Context: an optimization exercise on an open-source flow, tuned for a short achievable clock period and few clock cycles. The choices shown serve that exercise and are no tape-out recipe.
The RTL was checked by simulation tests, not by an equivalence proof against the original design.
Power is estimated from default activity; no workload was simulated.

==> flow/design.v (excerpt) <==
module top(input clk, reset, input [31:0] InstrF, readDataM,
           output memWriteM, output [31:0] ALUResultM, writeDataM, pcF);
Size in the first run: roughly 160 I/O pins, roughly 0.080 sq mm of cells after synthesis.
Settings: LEC_CHECK=0, CAP_MARGIN=20, CELL_PAD_IN_SITES_DETAIL_PLACEMENT=0, CELL_PAD_IN_SITES_GLOBAL_PLACEMENT=0, CORE_MARGIN=2, CORE_UTILIZATION=60, SETUP_SLACK_MARGIN=5, SLEW_MARGIN=20, SYNTH_HIERARCHICAL=1, SYNTH_MINIMUM_KEEP_SIZE=0, TNS_END_PERCENT=100; clock period 8.0 ns.
run.sh (not shown) runs the stock make flow with config.mk's settings and CLKGATE_MAP_FILE= SYNTH_SCRIPT=/design/flow/synth_recipe.tcl, a recipe that flattens the netlist after the stock synthesis.
The first run finished with timing, DRC and antenna clean.
Testbench counts at the start, summed over its fixed seeds: cycles 19,318.
==> next run, changes <==
--- a/flow/config.mk
+++ b/flow/config.mk
@@ -8 +8 @@
-export CAP_MARGIN = 20
+export CAP_MARGIN = 5
@@ -12 +12 @@
-export CORE_UTILIZATION = 60
+export CORE_UTILIZATION = 50
@@ -14 +14 @@
-export SLEW_MARGIN = 20
+export SLEW_MARGIN = 5
Outcome:
- flip-flop and latch count does not change
- combinational power grows by about 1%
- routed wire length climbs by 3.1%
- non-clock buffer count is higher by 1
- synthesized area does not change
- critical path depth is unchanged
- worst hold slack stays flat
- die area increases by 20%
- final area rose by 0.79%

---

main:
top, a different RTL version from the one above (not shown whole).
For scale: ~7200 cells after synthesis, about 1600 flip-flops, about 80000 sq um of cells after synthesis.
make LEC_CHECK=0 CAP_MARGIN=20 CELL_PAD_IN_SITES_DETAIL_PLACEMENT=0 CELL_PAD_IN_SITES_GLOBAL_PLACEMENT=0 CORE_MARGIN=2 CORE_UTILIZATION=50 SETUP_SLACK_MARGIN=5 SLEW_MARGIN=20 SYNTH_HIERARCHICAL=1 SYNTH_MINIMUM_KEEP_SIZE=0 TNS_END_PERCENT=100 finish   # period 8.0 ns
Testbench counts of main, summed over its fixed seeds: cycles 19,318.
Here is what was changed in the inputs of the feature branch compared with main.
- swapping 0 for 1 in CELL_PAD_IN_SITES_DETAIL_PLACEMENT
- swapping 0 for 1 in CELL_PAD_IN_SITES_GLOBAL_PLACEMENT
- swapping 50 for 40 in CORE_UTILIZATION
### Flow results
Register fraction of the total cell area in the feature branch vs main: down 0.65 points. Looking at launch point of the critical path, the B_En[4] result is from the feature branch; the InstrF[13] one comes from main. Taking main as the reference, in the feature branch layout overhead on the synthesized area increased by 1.9 points relative to the old numbers, post-cts gate resize count increased by 218 relative to the old numbers. Looking at total detailed-routing wirelength across the feature branch and main, the one that comes out lower is main.

---

top, a different RTL version from the one above (not shown whole).
Size: roughly 7,100 cells after synthesis, about 1,500 flip-flops, ~160 I/O pins, about 80,000 sq um of cells after synthesis.
==> flow/design.v (excerpt) <==
module top(input clk, reset, input [31:0] InstrF, readDataM,
           output memWriteM, output [31:0] ALUResultM, writeDataM, pcF);
  reg  [31:0] pcF_r;
  reg         validD, predTakenD;
  reg  [31:0] InstrD, PCPlus4D, altPC_D;
  reg  [31:1] rs1oh, rs2oh;
  reg  [31:0] A_E, B_E, SD_E, altPC_E;
  reg         fA_M, fB_M, fS_L, fS_M;
  reg         addE, subE, sltE, xorE, orE, andE;
  reg         branchE, predTakenE, loadE, storeE, regWriteE;
  reg  [4:0]  rdE;
  reg  [31:0] ALUResultM_r, WD_M;
  reg         memWriteM_r, loadM, regWriteM;
  reg  [4:0]  rdM;
  reg  [31:0] resW;
  reg         regWriteW;
  reg  [4:0]  rdW;
  reg  [31:0] rf [1:31];
  reg  [31:1] weW;     
  assign pcF        = pcF_r;
  reg  [31:0] addrM;
  assign ALUResultM = addrM;
  assign memWriteM  = memWriteM_r;
  assign writeDataM = WD_M;
  wire mispE;
  wire [6:0]  opF   = InstrF[6:0];
  wire        isJF  = (opF == 7'b1101111);
  wire        isBF  = (opF == 7'b1100011);
  wire        predF = isJF | (isBF & ((InstrF[19:15] == InstrF[24:20]) | InstrF[31]));
  wire [31:0] immBF = {{20{InstrF[31]}}, InstrF[7], InstrF[30:25], InstrF[11:8], 1'b0};
  wire [31:0] immJF = {{12{InstrF[31]}}, InstrF[19:12], InstrF[20], InstrF[30:21], 1'b0};
  wire [31:1] rs1ohF, rs2ohF;
  genvar gi;
  generate
    for (gi = 1; gi < 32; gi = gi + 1) begin : g_oh
      assign rs1ohF[gi] = (InstrF[19:15] == gi);
  ...
Settings: LEC_CHECK=0, CAP_MARGIN=20, CELL_PAD_IN_SITES_DETAIL_PLACEMENT=2, CELL_PAD_IN_SITES_GLOBAL_PLACEMENT=2, CORE_MARGIN=2, CORE_UTILIZATION=30, SETUP_SLACK_MARGIN=5, SLEW_MARGIN=20, SYNTH_HIERARCHICAL=1, SYNTH_MINIMUM_KEEP_SIZE=0, TNS_END_PERCENT=100; clock period 8.0 ns.
Testbench counts at the start, summed over its fixed seeds: cycles 19,318.
Change:
--- a/flow/config.mk
+++ b/flow/config.mk
@@ -8,6 +8,6 @@
 export CAP_MARGIN = 20
-export CELL_PAD_IN_SITES_DETAIL_PLACEMENT = 2
-export CELL_PAD_IN_SITES_GLOBAL_PLACEMENT = 2
+export CELL_PAD_IN_SITES_DETAIL_PLACEMENT = 1
+export CELL_PAD_IN_SITES_GLOBAL_PLACEMENT = 1
 export CORE_MARGIN = 2
-export CORE_UTILIZATION = 30
+export CORE_UTILIZATION = 40
 export SETUP_SLACK_MARGIN = 5
Core utilization came out higher by 12 points.
Synthesized area does not change.
Non-clock buffer count does not change.
Cell area came out lower by 0.88%.
Clock skew came out lower by 9.8 ps.
Sequential power barely changes.

-- afterwards: timing with drivers on the ports --
No port has a modelled driver above. Below, the same layouts with a new extraction and two added sets of constraints. Step 1 assumes that a clkbuf_16 drives the clock port and a buf_2 every other input. Step 2, shift: input delay + t, output delay - t, t = (earliest + latest rising clock arrival at the registers) / 2. This alone moves slack from input paths to output paths. a / b / c = no drivers / after step 1 / after step 2; a / b = the first two.
run	t, ns	setup slack, ns	worst hold slack (ns)
the first run of note 1	0.901	4.720 / 4.760 / 3.860	0.392 / 0.392 / 0.392
the second run of note 1	0.897	4.764 / 4.751 / 3.854	0.394 / 0.394 / 0.394
main	0.907	4.680 / 4.725 / 3.818	0.351 / 0.351 / 0.351
the feature branch	0.923	4.604 / 4.604 / 3.686	0.397 / 0.397 / 0.397
the first run of note 3	0.950	4.392 / 4.392 / 3.629	0.331 / 0.331 / 0.331
the second run of note 3	0.927	4.502 / 4.502 / 3.672	0.331 / 0.331 / 0.331
After both steps setup and hold are still met in every run listed. For the feature branch, which loses most, drivers alone change the setup slack by 0.000 ns; drivers and shift together by -0.918 ns.
